From an optimization exercise on the open Yosys and OpenROAD flow, aimed at small area, a short achievable clock period and few clock cycles; shortcuts taken in it are not production practice. For this run, only the layout was checked, not whether the RTL still works. No activity file was given, so power comes from the tool's default toggle rates.

File: config.mk
export PLATFORM = sky130hd
export DESIGN_NAME = LASER
export DESIGN_NICKNAME = LASER
export VERILOG_FILES = /design/flow/design.v
export SDC_FILE = /design/flow/constraint.sdc
export NUM_CORES = 4
export LEC_CHECK = 0
export ABC_AREA = 1
export CAP_MARGIN = 20
export CORE_MARGIN = 2
export CORE_UTILIZATION = 40
export CTS_BUF_LIST = sky130_fd_sc_hd__clkbuf_16
export CTS_CLUSTER_DIAMETER = 150
export CTS_CLUSTER_SIZE = 20
export SETUP_SLACK_MARGIN = 3.7
export SLEW_MARGIN = 20
File: constraint.sdc
create_clock -name core_clock -period 6.0 [get_ports {CLK}]
set_input_delay 1.2000 -clock core_clock [delete_from_list [all_inputs] [get_ports {CLK}]]
set_output_delay 1.2000 -clock core_clock [all_outputs]
set_load 0.01 [all_outputs]
File: design.v
module LASER(CLK, RST, X, Y, C1X, C1Y, C2X, C2Y, DONE);
input CLK, RST;
input [3:0] X, Y;
output reg DONE;
output [3:0] C1X, C1Y, C2X, C2Y;
reg rq;
reg [15:0] m0;
reg [15:0] m2;
reg [15:0] m3;
reg [15:0] m4;
reg [15:0] m5;
reg [15:0] m6;
reg [15:0] m7;
reg [15:0] m8;
reg [15:0] m9;
reg [15:0] m10;
reg [15:0] m11;
reg [15:0] m12;
reg [15:0] m13;
reg [15:0] m14;
reg [5:0] u;
wire [2:0] ph = u[2:0];
reg we, keep, cut, v6, v5, upd, last1, clr;
reg [2:0] rot;   
wire [5:0] un = (rq | (u == 6'd59)) ? 6'd0 : u + 6'd1;
wire [7:0] yd = 8'd1 << Y[3:1];
wire [15:0] ydd = {yd, yd} >> rot;
wire [7:0] pair = we ? ydd[7:0] : 8'd0;
wire [15:0] pdec;
assign pdec[0] = pair[0] & ~Y[0];
assign pdec[1] = pair[0] & Y[0];
assign pdec[2] = pair[1] & ~Y[0];
assign pdec[3] = pair[1] & Y[0];
assign pdec[4] = pair[2] & ~Y[0];
assign pdec[5] = pair[2] & Y[0];
assign pdec[6] = pair[3] & ~Y[0];
assign pdec[7] = pair[3] & Y[0];
assign pdec[8] = pair[4] & ~Y[0];
assign pdec[9] = pair[4] & Y[0];
assign pdec[10] = pair[5] & ~Y[0];
assign pdec[11] = pair[5] & Y[0];
assign pdec[12] = pair[6] & ~Y[0];
assign pdec[13] = pair[6] & Y[0];
assign pdec[14] = pair[7] & ~Y[0];
assign pdec[15] = pair[7] & Y[0];
always @(posedge CLK) begin
  rq <= RST;
  u <= un;
  rot   <= un[2:0] + 3'd1;
  we    <= ~RST & (un <= 6'd39);
  keep  <= ~RST & (un <= 6'd54);
  cut   <= (un >= 6'd40) & (un <= 6'd47);
  v6    <= (un[2:0] <= 3'd6);
  v5    <= (un[2:0] <= 3'd5);
  upd   <= ~RST & (un >= 6'd43) & (un <= 6'd58);
  last1 <= (un == 6'd50);
  clr   <= RST | (un == 6'd0);
end
localparam [7:0] E0_0 = 8'b11111010, E0_1 = 8'b01111111;
wire [1:0] wr0 = m0[1:0] & ~({2{cut}} & {E0_1[ph], E0_0[ph]});
always @(posedge CLK) m0 <= (keep ? {wr0, m0[15:2]} : 16'd0) | ((X == 4'd0) ? pdec : 16'd0);
localparam [7:0] E2_0 = 8'b01110111, E2_1 = 8'b10101111;
wire [1:0] wr2 = m2[1:0] & ~({2{cut}} & {E2_1[ph], E2_0[ph]});
always @(posedge CLK) m2 <= (keep ? {wr2, m2[15:2]} : 16'd0) | ((X == 4'd2) ? pdec : 16'd0);
localparam [7:0] E3_0 = 8'b01110111, E3_1 = 8'b10101111;
wire [1:0] wr3 = m3[1:0] & ~({2{cut}} & {E3_1[ph], E3_0[ph]});
always @(posedge CLK) m3 <= (keep ? {wr3, m3[15:2]} : 16'd0) | ((X == 4'd3) ? pdec : 16'd0);
localparam [7:0] E4_0 = 8'b11111111, E4_1 = 8'b10101111;
wire [1:0] wr4 = m4[1:0] & ~({2{cut}} & {E4_1[ph], E4_0[ph]});
always @(posedge CLK) m4 <= (keep ? {wr4, m4[15:2]} : 16'd0) | ((X == 4'd4) ? pdec : 16'd0);
localparam [7:0] E5_0 = 8'b01110111, E5_1 = 8'b10101111;
wire [1:0] wr5 = m5[1:0] & ~({2{cut}} & {E5_1[ph], E5_0[ph]});
always @(posedge CLK) m5 <= (keep ? {wr5, m5[15:2]} : 16'd0) | ((X == 4'd5) ? pdec : 16'd0);
localparam [7:0] E6_0 = 8'b01110111, E6_1 = 8'b10101111;
wire [1:0] wr6 = m6[1:0] & ~({2{cut}} & {E6_1[ph], E6_0[ph]});
always @(posedge CLK) m6 <= (keep ? {wr6, m6[15:2]} : 16'd0) | ((X == 4'd6) ? pdec : 16'd0);
localparam [7:0] E7_0 = 8'b01110111, E7_1 = 8'b01101111;
wire [1:0] wr7 = m7[1:0] & ~({2{cut}} & {E7_1[ph], E7_0[ph]});
always @(posedge CLK) m7 <= (keep ? {wr7, m7[15:2]} : 16'd0) | ((X == 4'd7) ? pdec : 16'd0);
localparam [7:0] E8_0 = 8'b11111010, E8_1 = 8'b01111111;
wire [1:0] wr8 = m8[1:0] & ~({2{cut}} & {E8_1[ph], E8_0[ph]});
always @(posedge CLK) m8 <= (keep ? {wr8, m8[15:2]} : 16'd0) | ((X == 4'd8) ? pdec : 16'd0);
localparam [7:0] E9_0 = 8'b11011000, E9_1 = 8'b11110111;
wire [1:0] wr9 = m9[1:0] & ~({2{cut}} & {E9_1[ph], E9_0[ph]});
always @(posedge CLK) m9 <= (keep ? {wr9, m9[15:2]} : 16'd0) | ((X == 4'd9) ? pdec : 16'd0);
localparam [7:0] E10_0 = 8'b11111111, E10_1 = 8'b11010111;
wire [1:0] wr10 = m10[1:0] & ~({2{cut}} & {E10_1[ph], E10_0[ph]});
always @(posedge CLK) m10 <= (keep ? {wr10, m10[15:2]} : 16'd0) | ((X == 4'd10) ? pdec : 16'd0);
localparam [7:0] E11_0 = 8'b10101111, E11_1 = 8'b11111000;
wire [1:0] wr11 = m11[1:0] & ~({2{cut}} & {E11_1[ph], E11_0[ph]});
always @(posedge CLK) m11 <= (keep ? {wr11, m11[15:2]} : 16'd0) | ((X == 4'd11) ? pdec : 16'd0);
localparam [7:0] E12_0 = 8'b11111111, E12_1 = 8'b10101111;
wire [1:0] wr12 = m12[1:0] & ~({2{cut}} & {E12_1[ph], E12_0[ph]});
always @(posedge CLK) m12 <= (keep ? {wr12, m12[15:2]} : 16'd0) | ((X == 4'd12) ? pdec : 16'd0);
localparam [7:0] E13_0 = 8'b11011000, E13_1 = 8'b01111111;
wire [1:0] wr13 = m13[1:0] & ~({2{cut}} & {E13_1[ph], E13_0[ph]});
always @(posedge CLK) m13 <= (keep ? {wr13, m13[15:2]} : 16'd0) | ((X == 4'd13) ? pdec : 16'd0);
localparam [7:0] E14_0 = 8'b11111111, E14_1 = 8'b11010111;
wire [1:0] wr14 = m14[1:0] & ~({2{cut}} & {E14_1[ph], E14_0[ph]});
always @(posedge CLK) m14 <= (keep ? {wr14, m14[15:2]} : 16'd0) | ((X == 4'd14) ? pdec : 16'd0);
wire w0_0 = m0[0];
wire w0_1 = m0[1];
wire w0_2 = m0[2] & v6;
wire w0_3 = m0[3] & v6;
wire w0_4 = m0[4] & v5;
wire w2_0 = m2[0];
wire w2_1 = m2[1];
wire w2_2 = m2[2] & v6;
wire w2_3 = m2[3] & v6;
wire w2_4 = m2[4] & v5;
wire w3_0 = m3[0];
wire w3_1 = m3[1];
wire w3_2 = m3[2] & v6;
wire w3_3 = m3[3] & v6;
wire w3_4 = m3[4] & v5;
wire w4_0 = m4[0];
wire w4_1 = m4[1];
wire w4_2 = m4[2] & v6;
wire w4_3 = m4[3] & v6;
wire w4_4 = m4[4] & v5;
wire w5_0 = m5[0];
wire w5_1 = m5[1];
wire w5_2 = m5[2] & v6;
wire w5_3 = m5[3] & v6;
wire w5_4 = m5[4] & v5;
wire w6_0 = m6[0];
wire w6_1 = m6[1];
wire w6_2 = m6[2] & v6;
wire w6_3 = m6[3] & v6;
wire w6_4 = m6[4] & v5;
wire w7_0 = m7[0];
wire w7_1 = m7[1];
wire w7_2 = m7[2] & v6;
wire w7_3 = m7[3] & v6;
wire w7_4 = m7[4] & v5;
wire w8_0 = m8[0];
wire w8_1 = m8[1];
wire w8_2 = m8[2] & v6;
wire w8_3 = m8[3] & v6;
wire w8_4 = m8[4] & v5;
wire w9_0 = m9[0];
wire w9_1 = m9[1];
wire w9_2 = m9[2] & v6;
wire w9_3 = m9[3] & v6;
wire w9_4 = m9[4] & v5;
wire w10_0 = m10[0];
wire w10_1 = m10[1];
wire w10_2 = m10[2] & v6;
wire w10_3 = m10[3] & v6;
wire w10_4 = m10[4] & v5;
wire w11_0 = m11[0];
wire w11_1 = m11[1];
wire w11_2 = m11[2] & v6;
wire w11_3 = m11[3] & v6;
wire w11_4 = m11[4] & v5;
wire w12_0 = m12[0];
wire w12_1 = m12[1];
wire w12_2 = m12[2] & v6;
wire w12_3 = m12[3] & v6;
wire w12_4 = m12[4] & v5;
wire w13_0 = m13[0];
wire w13_1 = m13[1];
wire w13_2 = m13[2] & v6;
wire w13_3 = m13[3] & v6;
wire w13_4 = m13[4] & v5;
wire w14_0 = m14[0];
wire w14_1 = m14[1];
wire w14_2 = m14[2] & v6;
wire w14_3 = m14[3] & v6;
wire w14_4 = m14[4] & v5;
reg c0s, c0c, c03, c00, c04;
reg [2:0] e2; reg g2, h2;
reg [2:0] e4; reg g4, h4;
reg [2:0] e6; reg g6, h6;
reg [2:0] e8; reg g8, h8;
reg [2:0] e10; reg g10, h10;
reg [2:0] e12; reg g12, h12;
reg [2:0] e14; reg g14;
wire ea2_s0 = w2_0 ^ w2_1 ^ w2_2;
wire ea2_c0 = (w2_0 & w2_1) | (w2_0 & w2_2) | (w2_1 & w2_2);
wire ea2_s1 = w2_3 ^ w3_0 ^ w3_1;
wire ea2_c1 = (w2_3 & w3_0) | (w2_3 & w3_1) | (w3_0 & w3_1);
wire ea2_s2 = w3_2 ^ ea2_s0 ^ ea2_s1;
wire ea2_c2 = (w3_2 & ea2_s0) | (w3_2 & ea2_s1) | (ea2_s0 & ea2_s1);
wire ea2_s3 = ea2_c0 ^ ea2_c1 ^ ea2_c2;
wire ea2_c3 = (ea2_c0 & ea2_c1) | (ea2_c0 & ea2_c2) | (ea2_c1 & ea2_c2);
wire ea4_s4 = w4_0 ^ w4_1 ^ w4_2;
wire ea4_c4 = (w4_0 & w4_1) | (w4_0 & w4_2) | (w4_1 & w4_2);
wire ea4_s5 = w4_3 ^ w5_0 ^ w5_1;
wire ea4_c5 = (w4_3 & w5_0) | (w4_3 & w5_1) | (w5_0 & w5_1);
wire ea4_s6 = w5_2 ^ ea4_s4 ^ ea4_s5;
wire ea4_c6 = (w5_2 & ea4_s4) | (w5_2 & ea4_s5) | (ea4_s4 & ea4_s5);
wire ea4_s7 = ea4_c4 ^ ea4_c5 ^ ea4_c6;
wire ea4_c7 = (ea4_c4 & ea4_c5) | (ea4_c4 & ea4_c6) | (ea4_c5 & ea4_c6);
wire ea6_s8 = w6_0 ^ w6_1 ^ w6_2;
wire ea6_c8 = (w6_0 & w6_1) | (w6_0 & w6_2) | (w6_1 & w6_2);
wire ea6_s9 = w6_3 ^ w7_0 ^ w7_1;
wire ea6_c9 = (w6_3 & w7_0) | (w6_3 & w7_1) | (w7_0 & w7_1);
wire ea6_s10 = w7_2 ^ ea6_s8 ^ ea6_s9;
wire ea6_c10 = (w7_2 & ea6_s8) | (w7_2 & ea6_s9) | (ea6_s8 & ea6_s9);
wire ea6_s11 = ea6_c8 ^ ea6_c9 ^ ea6_c10;
wire ea6_c11 = (ea6_c8 & ea6_c9) | (ea6_c8 & ea6_c10) | (ea6_c9 & ea6_c10);
wire ea8_s12 = w8_0 ^ w8_1 ^ w8_2;
wire ea8_c12 = (w8_0 & w8_1) | (w8_0 & w8_2) | (w8_1 & w8_2);
wire ea8_s13 = w8_3 ^ w9_0 ^ w9_1;
wire ea8_c13 = (w8_3 & w9_0) | (w8_3 & w9_1) | (w9_0 & w9_1);
wire ea8_s14 = w9_2 ^ ea8_s12 ^ ea8_s13;
wire ea8_c14 = (w9_2 & ea8_s12) | (w9_2 & ea8_s13) | (ea8_s12 & ea8_s13);
wire ea8_s15 = ea8_c12 ^ ea8_c13 ^ ea8_c14;
wire ea8_c15 = (ea8_c12 & ea8_c13) | (ea8_c12 & ea8_c14) | (ea8_c13 & ea8_c14);
wire ea10_s16 = w10_0 ^ w10_1 ^ w10_2;
wire ea10_c16 = (w10_0 & w10_1) | (w10_0 & w10_2) | (w10_1 & w10_2);
wire ea10_s17 = w10_3 ^ w11_0 ^ w11_1;
wire ea10_c17 = (w10_3 & w11_0) | (w10_3 & w11_1) | (w11_0 & w11_1);
wire ea10_s18 = w11_2 ^ ea10_s16 ^ ea10_s17;
wire ea10_c18 = (w11_2 & ea10_s16) | (w11_2 & ea10_s17) | (ea10_s16 & ea10_s17);
wire ea10_s19 = ea10_c16 ^ ea10_c17 ^ ea10_c18;
wire ea10_c19 = (ea10_c16 & ea10_c17) | (ea10_c16 & ea10_c18) | (ea10_c17 & ea10_c18);
wire ea12_s20 = w12_0 ^ w12_1 ^ w12_2;
wire ea12_c20 = (w12_0 & w12_1) | (w12_0 & w12_2) | (w12_1 & w12_2);
wire ea12_s21 = w12_3 ^ w13_0 ^ w13_1;
wire ea12_c21 = (w12_3 & w13_0) | (w12_3 & w13_1) | (w13_0 & w13_1);
wire ea12_s22 = w13_2 ^ ea12_s20 ^ ea12_s21;
wire ea12_c22 = (w13_2 & ea12_s20) | (w13_2 & ea12_s21) | (ea12_s20 & ea12_s21);
wire ea12_s23 = ea12_c20 ^ ea12_c21 ^ ea12_c22;
wire ea12_c23 = (ea12_c20 & ea12_c21) | (ea12_c20 & ea12_c22) | (ea12_c21 & ea12_c22);
wire ea14_s24 = w14_0 ^ w14_1 ^ w14_2;
wire ea14_c24 = (w14_0 & w14_1) | (w14_0 & w14_2) | (w14_1 & w14_2);
wire ea14_s25 = w14_3 ^ ea14_s24;
wire ea14_c25 = w14_3 & ea14_s24;
wire ea14_s26 = ea14_c24 ^ ea14_c25;
wire ea14_c26 = ea14_c24 & ea14_c25;
wire c0a_s27 = w0_0 ^ w0_1 ^ w0_2;
wire c0a_c27 = (w0_0 & w0_1) | (w0_0 & w0_2) | (w0_1 & w0_2);
always @(posedge CLK) begin
  c0s <= c0a_s27; c0c <= c0a_c27; c03 <= w0_3; c00 <= w0_0; c04 <= w0_4;
  e2 <= {ea2_c3, ea2_s3, ea2_s2}; g2 <= w2_4; h2 <= w3_3;
  e4 <= {ea4_c7, ea4_s7, ea4_s6}; g4 <= w4_4; h4 <= w5_3;
  e6 <= {ea6_c11, ea6_s11, ea6_s10}; g6 <= w6_4; h6 <= w7_3;
  e8 <= {ea8_c15, ea8_s15, ea8_s14}; g8 <= w8_4; h8 <= w9_3;
  e10 <= {ea10_c19, ea10_s19, ea10_s18}; g10 <= w10_4; h10 <= w11_3;
  e12 <= {ea12_c23, ea12_s23, ea12_s22}; g12 <= w12_4; h12 <= w13_3;
  e14 <= {ea14_c26, ea14_s26, ea14_s25}; g14 <= w14_4;
end
reg [4:0] sc [0:6];
wire sa0_s28 = c03 ^ c0s ^ e2[0];
wire sa0_c28 = (c03 & c0s) | (c03 & e2[0]) | (c0s & e2[0]);
wire sa0_s29 = e4[0] ^ g2 ^ h2;
wire sa0_c29 = (e4[0] & g2) | (e4[0] & h2) | (g2 & h2);
wire sa0_s30 = sa0_s28 ^ sa0_s29;
wire sa0_c30 = sa0_s28 & sa0_s29;
wire sa0_s31 = c0c ^ e2[1] ^ e4[1];
wire sa0_c31 = (c0c & e2[1]) | (c0c & e4[1]) | (e2[1] & e4[1]);
wire sa0_s32 = sa0_c28 ^ sa0_c29 ^ sa0_s31;
wire sa0_c32 = (sa0_c28 & sa0_c29) | (sa0_c28 & sa0_s31) | (sa0_c29 & sa0_s31);
wire sa0_s33 = sa0_c30 ^ sa0_s32;
wire sa0_c33 = sa0_c30 & sa0_s32;
wire sa0_s34 = e2[2] ^ e4[2] ^ sa0_c31;
wire sa0_c34 = (e2[2] & e4[2]) | (e2[2] & sa0_c31) | (e4[2] & sa0_c31);
wire sa0_s35 = sa0_c32 ^ sa0_s34 ^ sa0_c33;
wire sa0_c35 = (sa0_c32 & sa0_s34) | (sa0_c32 & sa0_c33) | (sa0_s34 & sa0_c33);
wire sa0_s36 = sa0_c34 ^ sa0_c35;
wire sa0_c36 = sa0_c34 & sa0_c35;
wire sa1_s37 = c00 ^ c04 ^ e4[0];
wire sa1_c37 = (c00 & c04) | (c00 & e4[0]) | (c04 & e4[0]);
wire sa1_s38 = e6[0] ^ g4 ^ h4;
wire sa1_c38 = (e6[0] & g4) | (e6[0] & h4) | (g4 & h4);
wire sa1_s39 = sa1_s37 ^ sa1_s38;
wire sa1_c39 = sa1_s37 & sa1_s38;
wire sa1_s40 = e4[1] ^ e6[1] ^ sa1_c37;
wire sa1_c40 = (e4[1] & e6[1]) | (e4[1] & sa1_c37) | (e6[1] & sa1_c37);
wire sa1_s41 = sa1_c38 ^ sa1_c39 ^ sa1_s40;
wire sa1_c41 = (sa1_c38 & sa1_c39) | (sa1_c38 & sa1_s40) | (sa1_c39 & sa1_s40);
wire sa1_s42 = e4[2] ^ e6[2] ^ sa1_c40;
wire sa1_c42 = (e4[2] & e6[2]) | (e4[2] & sa1_c40) | (e6[2] & sa1_c40);
wire sa1_s43 = sa1_c41 ^ sa1_s42;
wire sa1_c43 = sa1_c41 & sa1_s42;
wire sa1_s44 = sa1_c42 ^ sa1_c43;
wire sa1_c44 = sa1_c42 & sa1_c43;
wire sa2_s45 = c03 ^ c04 ^ c0s;
wire sa2_c45 = (c03 & c04) | (c03 & c0s) | (c04 & c0s);
wire sa2_s46 = e6[0] ^ e8[0] ^ g6;
wire sa2_c46 = (e6[0] & e8[0]) | (e6[0] & g6) | (e8[0] & g6);
wire sa2_s47 = h6 ^ sa2_s45 ^ sa2_s46;
wire sa2_c47 = (h6 & sa2_s45) | (h6 & sa2_s46) | (sa2_s45 & sa2_s46);
wire sa2_s48 = c0c ^ e6[1] ^ e8[1];
wire sa2_c48 = (c0c & e6[1]) | (c0c & e8[1]) | (e6[1] & e8[1]);
wire sa2_s49 = sa2_c45 ^ sa2_c46 ^ sa2_s48;
wire sa2_c49 = (sa2_c45 & sa2_c46) | (sa2_c45 & sa2_s48) | (sa2_c46 & sa2_s48);
wire sa2_s50 = sa2_c47 ^ sa2_s49;
wire sa2_c50 = sa2_c47 & sa2_s49;
wire sa2_s51 = e6[2] ^ e8[2] ^ sa2_c48;
wire sa2_c51 = (e6[2] & e8[2]) | (e6[2] & sa2_c48) | (e8[2] & sa2_c48);
wire sa2_s52 = sa2_c49 ^ sa2_s51 ^ sa2_c50;
wire sa2_c52 = (sa2_c49 & sa2_s51) | (sa2_c49 & sa2_c50) | (sa2_s51 & sa2_c50);
wire sa2_s53 = sa2_c51 ^ sa2_c52;
wire sa2_c53 = sa2_c51 & sa2_c52;
wire sa3_s54 = c03 ^ c04 ^ c0s;
wire sa3_c54 = (c03 & c04) | (c03 & c0s) | (c04 & c0s);
wire sa3_s55 = e10[0] ^ e8[0] ^ g8;
wire sa3_c55 = (e10[0] & e8[0]) | (e10[0] & g8) | (e8[0] & g8);
wire sa3_s56 = h8 ^ sa3_s54 ^ sa3_s55;
wire sa3_c56 = (h8 & sa3_s54) | (h8 & sa3_s55) | (sa3_s54 & sa3_s55);
wire sa3_s57 = c0c ^ e10[1] ^ e8[1];
wire sa3_c57 = (c0c & e10[1]) | (c0c & e8[1]) | (e10[1] & e8[1]);
wire sa3_s58 = sa3_c54 ^ sa3_c55 ^ sa3_s57;
wire sa3_c58 = (sa3_c54 & sa3_c55) | (sa3_c54 & sa3_s57) | (sa3_c55 & sa3_s57);
wire sa3_s59 = sa3_c56 ^ sa3_s58;
wire sa3_c59 = sa3_c56 & sa3_s58;
wire sa3_s60 = e10[2] ^ e8[2] ^ sa3_c57;
wire sa3_c60 = (e10[2] & e8[2]) | (e10[2] & sa3_c57) | (e8[2] & sa3_c57);
wire sa3_s61 = sa3_c58 ^ sa3_s60 ^ sa3_c59;
wire sa3_c61 = (sa3_c58 & sa3_s60) | (sa3_c58 & sa3_c59) | (sa3_s60 & sa3_c59);
wire sa3_s62 = sa3_c60 ^ sa3_c61;
wire sa3_c62 = sa3_c60 & sa3_c61;
wire sa4_s63 = c03 ^ c04 ^ c0s;
wire sa4_c63 = (c03 & c04) | (c03 & c0s) | (c04 & c0s);
wire sa4_s64 = e10[0] ^ e12[0] ^ g10;
wire sa4_c64 = (e10[0] & e12[0]) | (e10[0] & g10) | (e12[0] & g10);
wire sa4_s65 = h10 ^ sa4_s63 ^ sa4_s64;
wire sa4_c65 = (h10 & sa4_s63) | (h10 & sa4_s64) | (sa4_s63 & sa4_s64);
wire sa4_s66 = c0c ^ e10[1] ^ e12[1];
wire sa4_c66 = (c0c & e10[1]) | (c0c & e12[1]) | (e10[1] & e12[1]);
wire sa4_s67 = sa4_c63 ^ sa4_c64 ^ sa4_s66;
wire sa4_c67 = (sa4_c63 & sa4_c64) | (sa4_c63 & sa4_s66) | (sa4_c64 & sa4_s66);
wire sa4_s68 = sa4_c65 ^ sa4_s67;
wire sa4_c68 = sa4_c65 & sa4_s67;
wire sa4_s69 = e10[2] ^ e12[2] ^ sa4_c66;
wire sa4_c69 = (e10[2] & e12[2]) | (e10[2] & sa4_c66) | (e12[2] & sa4_c66);
wire sa4_s70 = sa4_c67 ^ sa4_s69 ^ sa4_c68;
wire sa4_c70 = (sa4_c67 & sa4_s69) | (sa4_c67 & sa4_c68) | (sa4_s69 & sa4_c68);
wire sa4_s71 = sa4_c69 ^ sa4_c70;
wire sa4_c71 = sa4_c69 & sa4_c70;
wire sa5_s72 = c00 ^ c04 ^ e12[0];
wire sa5_c72 = (c00 & c04) | (c00 & e12[0]) | (c04 & e12[0]);
wire sa5_s73 = e14[0] ^ g12 ^ h12;
wire sa5_c73 = (e14[0] & g12) | (e14[0] & h12) | (g12 & h12);
wire sa5_s74 = sa5_s72 ^ sa5_s73;
wire sa5_c74 = sa5_s72 & sa5_s73;
wire sa5_s75 = e12[1] ^ e14[1] ^ sa5_c72;
wire sa5_c75 = (e12[1] & e14[1]) | (e12[1] & sa5_c72) | (e14[1] & sa5_c72);
wire sa5_s76 = sa5_c73 ^ sa5_c74 ^ sa5_s75;
wire sa5_c76 = (sa5_c73 & sa5_c74) | (sa5_c73 & sa5_s75) | (sa5_c74 & sa5_s75);
wire sa5_s77 = e12[2] ^ e14[2] ^ sa5_c75;
wire sa5_c77 = (e12[2] & e14[2]) | (e12[2] & sa5_c75) | (e14[2] & sa5_c75);
wire sa5_s78 = sa5_c76 ^ sa5_s77;
wire sa5_c78 = sa5_c76 & sa5_s77;
wire sa5_s79 = sa5_c77 ^ sa5_c78;
wire sa5_c79 = sa5_c77 & sa5_c78;
wire sa6_s80 = c03 ^ c0s ^ e14[0];
wire sa6_c80 = (c03 & c0s) | (c03 & e14[0]) | (c0s & e14[0]);
wire sa6_s81 = g14 ^ sa6_s80;
wire sa6_c81 = g14 & sa6_s80;
wire sa6_s82 = c0c ^ e14[1] ^ sa6_c80;
wire sa6_c82 = (c0c & e14[1]) | (c0c & sa6_c80) | (e14[1] & sa6_c80);
wire sa6_s83 = sa6_c81 ^ sa6_s82;
wire sa6_c83 = sa6_c81 & sa6_s82;
wire sa6_s84 = e14[2] ^ sa6_c82 ^ sa6_c83;
wire sa6_c84 = (e14[2] & sa6_c82) | (e14[2] & sa6_c83) | (sa6_c82 & sa6_c83);
always @(posedge CLK) begin
  sc[0] <= {sa0_c36, sa0_s36, sa0_s35, sa0_s33, sa0_s30};
  sc[1] <= {sa1_c44, sa1_s44, sa1_s43, sa1_s41, sa1_s39};
  sc[2] <= {sa2_c53, sa2_s53, sa2_s52, sa2_s50, sa2_s47};
  sc[3] <= {sa3_c62, sa3_s62, sa3_s61, sa3_s59, sa3_s56};
  sc[4] <= {sa4_c71, sa4_s71, sa4_s70, sa4_s68, sa4_s65};
  sc[5] <= {1'd0, sa5_s79, sa5_s78, sa5_s76, sa5_s74};
  sc[6] <= {1'd0, sa6_c84, sa6_s84, sa6_s83, sa6_s81};
end
function gt5(input [4:0] a, input [4:0] b);
  reg [4:0] e;
  begin
    e = a ~^ b;
    gt5 = (a[4] & ~b[4]) | (e[4] & a[3] & ~b[3]) | (e[4] & e[3] & a[2] & ~b[2]) |
          (e[4] & e[3] & e[2] & a[1] & ~b[1]) | (e[4] & e[3] & e[2] & e[1] & a[0] & ~b[0]);
  end
endfunction
wire g01 = gt5(sc[1], sc[0]), g23 = gt5(sc[3], sc[2]), g45 = gt5(sc[5], sc[4]);
wire [4:0] s01 = g01 ? sc[1] : sc[0];
wire [4:0] s23 = g23 ? sc[3] : sc[2];
wire [4:0] s45 = g45 ? sc[5] : sc[4];
wire ga = gt5(s23, s01), gb = gt5(sc[6], s45);
reg [4:0] as, bs6;
reg [2:0] ax, bx6;
always @(posedge CLK) begin
  as <= ga ? s23 : s01;
  ax <= ga ? (g23 ? 3'd4 : 3'd3) : (g01 ? 3'd2 : 3'd1);
  bs6 <= gb ? sc[6] : s45;
  bx6 <= gb ? 3'd7 : (g45 ? 3'd6 : 3'd5);
end
reg [4:0] bs;
reg [2:0] bx, br, b1x, b1r;
wire gab = gt5(bs6, as);
wire rwin = gab ? gt5(bs6, bs) : gt5(as, bs);
wire [4:0] rs = gab ? bs6 : as;
wire [2:0] rx = gab ? bx6 : ax;
wire [2:0] row3 = ph - 3'd3;    
always @(posedge CLK) begin
  if (clr) begin
    bs <= 5'd0; bx <= 3'd0; br <= 3'd0; b1x <= 3'd0; b1r <= 3'd0;
  end else if (last1) begin
    b1x <= rwin ? rx : bx; b1r <= rwin ? row3 : br;
    bs <= 5'd0; bx <= 3'd0; br <= 3'd0;
  end else if (upd & rwin) begin
    bs <= rs; bx <= rx; br <= row3;
  end
  DONE <= ~rq & (u == 6'd58);
end
assign C1X = {b1x, 1'b0};
assign C1Y = {b1r, 1'b0};
assign C2X = {bx, 1'b0};
assign C2Y = {br, 1'b0};
endmodule
File: run.sh
#!/bin/bash
# synth_recipe.tcl (not shown) runs the flow's synth.tcl, then flattens the netlist and writes it again
# the make line also repeats each setting of config.mk as NAME=value (left out here)
make -C /OpenROAD-flow-scripts/flow DESIGN_CONFIG=/design/flow/config.mk WORK_HOME=/design/flow/orfs CLKGATE_MAP_FILE= SYNTH_SCRIPT=/design/flow/synth_recipe.tcl finish
==> results.ini <==
[critical_path]
cp_cell_sequence = fa_1 -> fa_1 -> ha_2 -> fa_2 -> ha_4
start_kind = flip-flop
required_ps = 6410
path_max_fanout = 5
worst_path_largest_cell_delay_ps = 520
cp-end-kind = flip-flop
crit_path_frequent_cell = fa_1
critPathKind = flip-flop to flip-flop
critical_path.top_delay_family = adder cells
crit_slowest_cell = fa_1
arrival_ps = 2690
path_buf_inv = 0

[detailed_routing]
drc = 0
drt_iter0_drc = 632
drtAntennaViolNets = 0
dr.pass1.iters = 5
post_drt_via_cell_ratio = 4.83
postRouteWirelength_um = 32500
wl_per_cell_um = 15.6
vias = 10061

[cells_and_area]
syn2layout_area_growth_pct = 12.6
instances_no_fill = 2085
post-route-util = 0.457
fin_nets = 1732
largest_reg_flops = 33
regMostFlops = sc
drive_gt1_frac = 0.184
diodes = 0
finalInstanceArea_um2 = 16200

[clocking]
clock-root-buffer = clkbuf_16
htreeDepth = 1
clock-sinks = 347
cts_tree = done
cts_buffers = 21
clk_pin_slew_worst_paths_ps = 80
cts_buffer_depth = 3
clk_latency_ps = 520

[placed_design]
dp_hpwl_um = 22200
place.gp.congestion = 0.847
place_inst = 2032
port_buffers = 22
postPlaceCellArea_um2 = 14800

[min_path]
min-delay-path-class = flip-flop to flip-flop

[sta]
maxSlewViolCount = 0
fin_tns_setup_ps = 0
tightest_slew_ps = 983
setup_viol = 0
hold_viol = 0
layout_min_cycle_time_ps = 2280
period_share = 0.380
clock_skew_ps = 17.9
grt_setup_unrepaired = true
maxSlewHeadroom = 0.344
hold_slack_ps = 352
fmax_mhz = 439

[logic_synthesis]
syn_area_per_cell_um2 = 8.92
yosysWarningCount = 2
syn_inst = 1615
synth.most_common_cell = nand2_1
synth_common_cells = nand2_1, dfxtp_1, inv_1, o21ai_2, o21ai_0
async_reset_ff_frac = 0
ys_top_cells_by_area = dfxtp_1, nand2_1, fa_1
synth_cell_type_count = 49
yosysSeqAreaShare = 0.482
ys_ff_latch = 347
synth_edf_count = 0
synth_ff_type = dfxtp_1
post-synth-top-area-fraction = 0.482
synth_area_leader_cell = dfxtp_1
syn_area_um2 = 14400

[global_routing]
grt_pass1_vias = 9803
grt_first_pass_wirelength_um = 52500
antenna_found_initial = 0
grt_max_degree = 86
grtUsageTotal = 0.172
grt-ovfl-total = 0

[status]
status = no timing/DRC/antenna violations

[die]
initial_core_util = 0.406
core_area_um2 = 35500
die_w_um = 194
io_pins = 27
design.die.area_um2 = 37500
rows = 69
die_h_um = 194

[run]
maxCapViolations = 0

[power_and_ir_drop]
power.density_nw_per_um2 = 278
p_leak_nw = 6.90
peakVddDrop_mv = 0.201

-- cells by family after synthesis --
family          synth area share
compound gates             0.146
xor+xnor                 0.00182
fa+ha+maj                  0.119
buf+inv                   0.0927
flops                      0.482
mux                      0.00139
other cells             0.000260
simple gates               0.156
-- final cells by class --
cell class | instances | area (um2)
well taps | 461 | 577
clock buffers | 21 | 526
clock inverters | 3 | 28.8
repair buffers | 48 | 435
inverters | 233 | 895
fillers | 3362 | 19300
multi-input cells | 972 | 6780
flip-flops and latches | 347 | 6970
-- worst reg2reg max path, stage by stage (launching register included) --
cell	delay (ps)
dfxtp_4	390
fa_1	520
fa_1	490
ha_2	190
fa_2	350
ha_4	240
-- placed cells by master (no fill, tap or decap), types with 8 or more instances in the layout --
cell type / synthesis / routed
a21oi_1: 8 / 8
inv_1: 227 / 222
o21ai_2: 106 / 110
clkbuf_16: 0 / 21
o21ai_0: 87 / 62
dfxtp_2: 0 / 13
nand2_1: 424 / 400
ha_1: 35 / 28
o32ai_1: 10 / 8
nand2_4: 4 / 28
nand2_8: 0 / 10
dfxtp_1: 347 / 331
fa_1: 64 / 59
nor2_1: 38 / 31
nand2_2: 14 / 10
nand3_1: 55 / 51
buf_4: 5 / 19
o21ai_1: 50 / 65
o22ai_1: 20 / 19
-- repair_timing --
action                     4_1_cts  5_1_grt
gates resized for setup        157       82
setup buffers                   12       11
pin swaps                       13       24
setup endpoints to repair      256      253
hold buffers                     0        0
cloned                           4        2
-- through the flow --
step,setup WS [ps],total power [mW]
finish,3720,4.51
floorplan,3690,2.95
global route,3630,4.73
detailed placement,2390,3.08
global placement,2420,3.07
CTS,3690,4.50
-- path summary, 6_finish.rpt --
kind / from / to / slack, ps / cells past startpoint
setup / recovery: c0c / sc[2][3] / 3720 / 5
hold / removal: m0[0] / c00 / 350 / 0
setup reg to reg: c0c / sc[2][3] / 3720 / 5
hold reg to reg: m0[0] / c00 / 350 / 0
-- layer usage --
layer	vias to the layer above	share of wire	GRT usage
li1	5109	-	-
met1	4716	0.46	0.234
met2	179	0.47	0.284
met3	57	0.033	0.0197
met4	0	0.035	0.0582
met5	-	0	0
-- power by group --
group | switching, mW | internal, mW
clock | 0.745 | 0.634
sequential | 0.0537 | 2.37
combinational | 0.479 | 0.229
total | 1.28 | 3.24

==> afterwards: timing with drivers on the ports <==
Ports are ideal in the flow. The routed layout listed here was re-timed in OpenROAD. Step 1, drivers: a clkbuf_16 drives CLK and a buf_2 each remaining input, both assumed. Step 2 moves the port delays by t, midway between the first and last clock arrival at a register: inputs arrive t later, outputs are due t later. That takes back most of the time a late clock gives input paths. Slacks: no drivers / after step 1 / after step 2; pairs: no drivers / after step 1.
t (ns): 0.568
setup WS [ns]: 3.721 / 3.691 / 3.186
worst setup path at the end: input to register
After both steps setup and hold are still met in this run. The setup slack of this run moves by -0.030 ns with the drivers and by -0.535 ns with both steps.
